Background: an optimization exercise with open tools, aiming at small area. Do not read the settings as production practice. RTL that was checked went through simulation tests only; none was proved equivalent to the original.

## run A
==> flow/design.v <==
module Debounce(
	input i_in,
	input i_clk,
	input i_rst,
	output o_debounced,
	output o_neg,
	output o_pos
);
	parameter CNT_N = 7;
	localparam CNT_BIT = $clog2(CNT_N+1);
	logic o_debounced_r, o_debounced_w;
	logic [CNT_BIT-1:0] counter_r, counter_w;
	logic neg_r, neg_w, pos_r, pos_w;
	assign o_debounced = o_debounced_r;
	assign o_pos = pos_r;
	assign o_neg = neg_r;
	always_comb begin
		pos_w = ~o_debounced_r &  o_debounced_w;
		neg_w =  o_debounced_r & ~o_debounced_w;
		if (i_in != o_debounced_r) begin
			counter_w = counter_r - 1;
		end else begin
			counter_w = CNT_N;
		end
		if (counter_r == 0) begin
			o_debounced_w = ~o_debounced_r;
		end else begin
			o_debounced_w = o_debounced_r;
		end
	end
	always_ff @(posedge i_clk) begin
		if (i_rst) begin
			o_debounced_r <= 1'b1;
			counter_r <= CNT_N;
			neg_r <= 1'b0;
			pos_r <= 1'b0;
		end else begin
			o_debounced_r <= o_debounced_w;
			counter_r <= counter_w;
			neg_r <= neg_w;
			pos_r <= pos_w;
		end
	end
endmodule
module SevenHexDecoder(
	input [6:0] i_hex,
	output logic [6:0] o_seven_hun,
	output logic [6:0] o_seven_ten,
	output logic [6:0] o_seven_one
);
	function automatic [6:0] seg(input [3:0] d);
		case (d)
			0: seg = 7'b1000000; 1: seg = 7'b1111001; 2: seg = 7'b0100100; 3: seg = 7'b0110000;
			4: seg = 7'b0011001; 5: seg = 7'b0010010; 6: seg = 7'b0000010; 7: seg = 7'b1011000;
			8: seg = 7'b0000000; 9: seg = 7'b0010000; default: seg = 7'b1111111;
		endcase
	endfunction
	wire [3:0] q = i_hex / 10;
	wire [3:0] ones = i_hex % 10;
	wire hun = q >= 10;
	wire [3:0] tens = hun ? q - 4'd10 : q;
	assign o_seven_hun = hun ? 7'b1111001 : 7'b1111111;
	assign o_seven_ten = (q != 0) ? seg(tens) : 7'b1111111;
	assign o_seven_one = seg(ones);
endmodule
module Top(
	input i_clk,
	input i_rst,
	input i_start,
	input [17:0] i_sw,
	output logic [6:0] o_random_out
);
	parameter SHOW_NUM = 15;
	parameter DELAY0 = 34;
	parameter DELAY1 = 131;
	parameter DELAY2 = 242;
	parameter DELAY3 = 297;
	parameter DELAY4 = 372;
	localparam [31:0] MUL_T = 32'd48271;      
	localparam [31:0] MUL_R = 32'd22695433;   
	function automatic [8:0] delay_of(input [3:0] n);
		if (n < 5)       delay_of = DELAY0;
		else if (n < 9)  delay_of = DELAY1;
		else if (n < 12) delay_of = DELAY2;
		else if (n < 14) delay_of = DELAY3;
		else             delay_of = DELAY4;
	endfunction
	function automatic [31:0] cdelay_rot(input [3:0] n);
		logic [31:0] c;
		if (n < 5)       c = MUL_T * DELAY0;
		else if (n < 9)  c = MUL_T * DELAY1;
		else if (n < 12) c = MUL_T * DELAY2;
		else if (n < 14) c = MUL_T * DELAY3;
		else             c = MUL_T * DELAY4;
		cdelay_rot = {c[30:0], c[31]};
	endfunction
	logic sw;             
	logic idle;           
	logic [3:0] run_num;  
	logic [8:0] left;     
	logic [31:0] rdm;
	logic [31:0] tmul;    
	logic [31:0] prod;    
	wire done = (run_num == SHOW_NUM);
	wire draw = sw && !done && (idle || left == 0);
	wire [31:0] prod_g = prod & {32{!idle}};
	wire [31:0] sum;
	wire [32:0] sum_c;
	assign sum_c[0] = 1'b0;
	genvar i;
	generate
		for (i = 0; i < 32; i++) begin : sum_add
			FullAdd u(.a(tmul[i]), .b(prod_g[i]), .ci(sum_c[i]), .s(sum[i]), .co(sum_c[i+1]));
		end
	endgenerate
	wire [31:0] rdm_new = (&sum) ? 32'd0 : sum;
	wire [4:0] idx = left[4:0];
	wire [31:0] mul_r_rot = {MUL_R[30:0], MUL_R[31]};
	wire [31:0] cdel = cdelay_rot(run_num);
	wire prod_k = mul_r_rot[idx];
	wire prod_c = cdel[idx];
	wire [31:0] pp = rdm & {32{prod_k}};
	wire [31:0] prod_next;
	wire [31:0] prod_cy;
	assign prod_next[0] = prod_c ^ pp[0];
	assign prod_cy[0] = prod_c & pp[0];
	generate
		for (i = 1; i < 31; i++) begin : prod_add
			FullAdd u(.a(prod[i-1]), .b(pp[i]), .ci(prod_cy[i-1]), .s(prod_next[i]), .co(prod_cy[i]));
		end
	endgenerate
	assign prod_next[31] = prod[30] ^ pp[31] ^ prod_cy[30];
	logic [31:0] tmul_next;
	always_comb begin
		logic c;
		c = 1'b0;
		for (int k = 0; k < 32; k++) begin
			tmul_next[k] = tmul[k] ^ MUL_T[k] ^ c;
			c = (tmul[k] & MUL_T[k]) | (tmul[k] & c) | (MUL_T[k] & c);
		end
	end
	always_ff @(posedge i_clk) begin
		if (i_rst) begin
			sw <= 0;
			idle <= 1;
			run_num <= 0;
			rdm <= 0;
			tmul <= 0;
		end
		else begin
			tmul <= tmul_next;
			if (i_start)
				sw <= ~sw;
			if (sw)
				idle <= 0;
			if (!sw)
				run_num <= 0;
			else if (draw)
				run_num <= run_num + 1;
			if (draw)
				rdm <= rdm_new;
		end
	end
	always_ff @(posedge i_clk) begin
		if (!sw)
			left <= DELAY0;
		else if (draw)
			left <= delay_of(run_num + 1);
		else
			left <= left - 1;
		prod <= prod_next;
	end
	wire [6:0] rem_inc;    
	RemInc rem0(.i_rdm(rdm), .i_m(i_sw[6:0]), .o_rem_inc(rem_inc));
	always_comb begin
		if (!sw)
			o_random_out = 0;
		else if (done && i_sw[17])
			o_random_out = i_sw[16:10];
		else
			o_random_out = rem_inc;
	end
endmodule
module RemInc(input [31:0] i_rdm, input [6:0] i_m, output [6:0] o_rem_inc);
	wire [31:0] rdm = i_rdm;
	wire [6:0] m = i_m;
	wire [6:0] nm = ~m;
	genvar j, i;
	logic [6:0] r [0:7];
	assign r[0] = 7'd0;
	generate
		for (j = 0; j < 7; j++) begin : rs
			wire [7:0] t = {r[j], rdm[31-j]};
			wire [8:0] c;
			wire [7:0] d;
			assign c[0] = 1'b1;
			for (i = 0; i < 8; i++) begin : bit_
				wire mb = (i < 7) ? nm[i] : 1'b1;
				assign d[i] = t[i] ^ mb ^ c[i];
				assign c[i+1] = (t[i] & mb) | (t[i] & c[i]) | (mb & c[i]);
			end
			wire [6:0] keep = (7'd1 << (j + 1)) - 7'd1;
			assign r[j+1] = (c[8] ? d[6:0] : t[6:0]) & keep;
		end
	endgenerate
	logic [7:0] q [7:32];
	assign q[7] = {1'b0, r[7]};
	generate
		for (j = 7; j < 32; j++) begin : ns
			wire sub = ~q[j][7];
			wire [7:0] t = {q[j][6:0], rdm[31-j]};
			wire [8:0] c;
			assign c[0] = sub;
			for (i = 0; i < 8; i++) begin : bit_
				FullAdd u(.a(t[i]), .b(i < 7 ? m[i] ^ sub : sub), .ci(c[i]), .s(q[j+1][i]), .co(c[i+1]));
			end
		end
	endgenerate
	wire neg = q[32][7];
	wire [7:0] cc;
	assign cc[0] = 1'b1;
	generate
		for (i = 0; i < 7; i++) begin : fin
			wire a = m[i] & neg;
			assign o_rem_inc[i] = q[32][i] ^ a ^ cc[i];
			assign cc[i+1] = (q[32][i] & a) | (q[32][i] & cc[i]) | (a & cc[i]);
		end
	endgenerate
endmodule
module FullAdd(input a, input b, input ci, output s, output co);
	assign s = a ^ b ^ ci;
	assign co = (a & b) | (a & ci) | (b & ci);
endmodule
module Lab1(
	input CLOCK_50,
	input RST,
	input KEY0,
	input [17:0] SW,
	output [6:0] HEX0,
	output [6:0] HEX1,
	output [6:0] HEX2
);
	logic keydown;
	logic [6:0] random_value;
	Debounce deb0(
		.i_in(KEY0),
		.i_clk(CLOCK_50),
		.i_rst(RST),
		.o_neg(keydown)
	);
	Top top0(
		.i_clk(CLOCK_50),
		.i_rst(RST),
		.i_start(keydown),
		.i_sw(SW),
		.o_random_out(random_value)
	);
	SevenHexDecoder seven_dec0(
		.i_hex(random_value),
		.o_seven_hun(HEX2),
		.o_seven_ten(HEX1),
		.o_seven_one(HEX0)
	);
endmodule
==> flow/config.mk <==
export PLATFORM = sky130hd
export DESIGN_NAME = Lab1
export DESIGN_NICKNAME = Lab1
export VERILOG_FILES = /design/flow/design.v
export SDC_FILE = /design/flow/constraint.sdc
export NUM_CORES = 4
export LEC_CHECK = 0
export CAP_MARGIN = 20
export CORE_MARGIN = 2
export CORE_UTILIZATION = 40
export SLEW_MARGIN = 20
export SYNTH_HIERARCHICAL = 1
export SYNTH_MINIMUM_KEEP_SIZE = 0
==> flow/constraint.sdc <==
create_clock -name core_clock -period 160.0 [get_ports {CLOCK_50}]
set_input_delay 32.0000 -clock core_clock [delete_from_list [all_inputs] [get_ports {CLOCK_50}]]
set_output_delay 32.0000 -clock core_clock [all_outputs]
set_load 0.01 [all_outputs]
run.sh (not shown) runs the stock make flow with config.mk's settings and CLKGATE_MAP_FILE= SYNTH_SCRIPT=/design/flow/synth_recipe.tcl, a recipe that flattens the netlist after the stock synthesis.
Modified inputs, run Z compared to run A
--- a/flow/design.v
+++ b/flow/design.v
@@ -54,14 +54,26 @@
 			4: seg = 7'b0011001; 5: seg = 7'b0010010; 6: seg = 7'b0000010; 7: seg = 7'b1011000;
 			8: seg = 7'b0000000; 9: seg = 7'b0010000; default: seg = 7'b1111111;
 		endcase
 	endfunction
-	wire [3:0] q = i_hex / 10;
-	wire [3:0] ones = i_hex % 10;
-	wire hun = q >= 10;
-	wire [3:0] tens = hun ? q - 4'd10 : q;
+	function automatic [3:0] add3(input [3:0] d);
+		case (d)
+			5: add3 = 8; 6: add3 = 9; 7: add3 = 10; 8: add3 = 11; 9: add3 = 12;
+			default: add3 = d;
+		endcase
+	endfunction
+	wire [3:0] a1 = add3({1'b0, i_hex[6:4]});
+	wire [3:0] a2 = add3({a1[2:0], i_hex[3]});
+	wire [3:0] a3 = add3({a2[2:0], i_hex[2]});
+	wire [3:0] a4 = add3({a3[2:0], i_hex[1]});
+	wire [3:0] ones = {a4[2:0], i_hex[0]};
+	wire [3:0] b1 = add3({1'b0, a1[3], a2[3], a3[3]});
+	wire [4:0] tens_h = {b1, a4[3]};    
+	wire hun = tens_h[4];
+	wire [3:0] tens = tens_h[3:0];
+	wire blank_ten = ~hun & (tens == 0);
 	assign o_seven_hun = hun ? 7'b1111001 : 7'b1111111;
-	assign o_seven_ten = (q != 0) ? seg(tens) : 7'b1111111;
+	assign o_seven_ten = blank_ten ? 7'b1111111 : seg(tens);
 	assign o_seven_one = seg(ones);
 endmodule
 module Top(
 	input i_clk,
@@ -202,22 +214,18 @@
 			wire [6:0] keep = (7'd1 << (j + 1)) - 7'd1;
 			assign r[j+1] = (c[8] ? d[6:0] : t[6:0]) & keep;
 		end
 	endgenerate
-	logic [7:0] q [7:32];
-	assign q[7] = {1'b0, r[7]};
+	logic [6:0] q [7:32];
+	logic sub [7:32];
+	assign q[7] = r[7];
+	assign sub[7] = 1'b1;
 	generate
 		for (j = 7; j < 32; j++) begin : ns
-			wire sub = ~q[j][7];
-			wire [7:0] t = {q[j][6:0], rdm[31-j]};
-			wire [8:0] c;
-			assign c[0] = sub;
-			for (i = 0; i < 8; i++) begin : bit_
-				FullAdd u(.a(t[i]), .b(i < 7 ? m[i] ^ sub : sub), .ci(c[i]), .s(q[j+1][i]), .co(c[i+1]));
-			end
-		end
-	endgenerate
-	wire neg = q[32][7];
+			NrStage st(.i_r(q[j]), .i_sub(sub[j]), .i_b(rdm[31-j]), .i_m(m), .o_r(q[j+1]), .o_sub(sub[j+1]));
+		end
+	endgenerate
+	wire neg = ~sub[32];
 	wire [7:0] cc;
 	assign cc[0] = 1'b1;
 	generate
 		for (i = 0; i < 7; i++) begin : fin
@@ -225,8 +233,21 @@
 			assign o_rem_inc[i] = q[32][i] ^ a ^ cc[i];
 			assign cc[i+1] = (q[32][i] & a) | (q[32][i] & cc[i]) | (a & cc[i]);
 		end
 	endgenerate
+endmodule
+module NrStage(input [6:0] i_r, input i_sub, input i_b, input [6:0] i_m, output [6:0] o_r, output o_sub);
+	wire [7:0] t = {i_r, i_b};
+	wire [7:0] c;
+	assign o_r[0] = i_b ^ i_m[0];
+	assign c[1] = i_sub ? (i_b | ~i_m[0]) : (i_b & i_m[0]);
+	genvar i;
+	generate
+		for (i = 1; i < 7; i++) begin : bit_
+			FullAdd u(.a(t[i]), .b(i_m[i] ^ i_sub), .ci(c[i]), .s(o_r[i]), .co(c[i+1]));
+		end
+	endgenerate
+	assign o_sub = ~(t[7] ^ i_sub ^ c[7]);
 endmodule
 module FullAdd(input a, input b, input ci, output s, output co);
 	assign s = a ^ b ^ ci;
 	assign co = (a & b) | (a & ci) | (b & ci);
## What came out
Compared run Z vs run A, and non-clock buffering overhead in the final layout is down in run Z.
Relative to run A, number of setup buffers added after CTS has decreased by 12 in run Z.
Vias: run Z fewer than run A
Run Z reports a lower register-to-register path setup slack than run A does.
In the tables for run Z and run A, global-route wire length before repair reads higher with run A.
Going from run A to run Z, number of antenna violations at the first check in global routing went up, per-cell routed wire length now sits higher, wire length the detailed router placed on met1 shows a reduction of 4.0%.
Run Z — instance count of the mapped netlist 6.4% lower, run A as reference
Count of buffers not belonging to the clock network in the layout down 142 in run Z wrt run A
Run A -> run Z: number of cell instances on the worst register-to-register path increased by a few percent
The RTL of run A was laid out without a check of its function.

[afterwards: timing with drivers on the ports]
The flow's constraints put no driver on any port. The routed layouts listed below were extracted and timed again, unchanged, in two steps.
Step 1: set_driving_cell puts a clkbuf_16 on CLOCK_50 and a buf_2 on each other input, an assumption about the parent block.
Step 2, shift: input delay + t, output delay - t, t = (earliest + latest rising clock arrival at the registers) / 2. This alone moves slack from input paths to output paths.
Slacks: ideal / step 1 / step 2; pairs: ideal / step 1.
| run | t, ns | setup slack, ns | worst data-port slew with drivers (ns) |
|---|---|---|---|
| run A | 0.444 | 2.113 / 2.095 / 2.095 | 0.06 |
| run Z | 0.453 | 3.319 / 3.294 / 3.294 | 0.03 |
After both steps setup and hold are still met in every run listed. For run Z, which loses most, drivers alone change the setup slack by -0.025 ns; drivers and shift together by -0.025 ns.
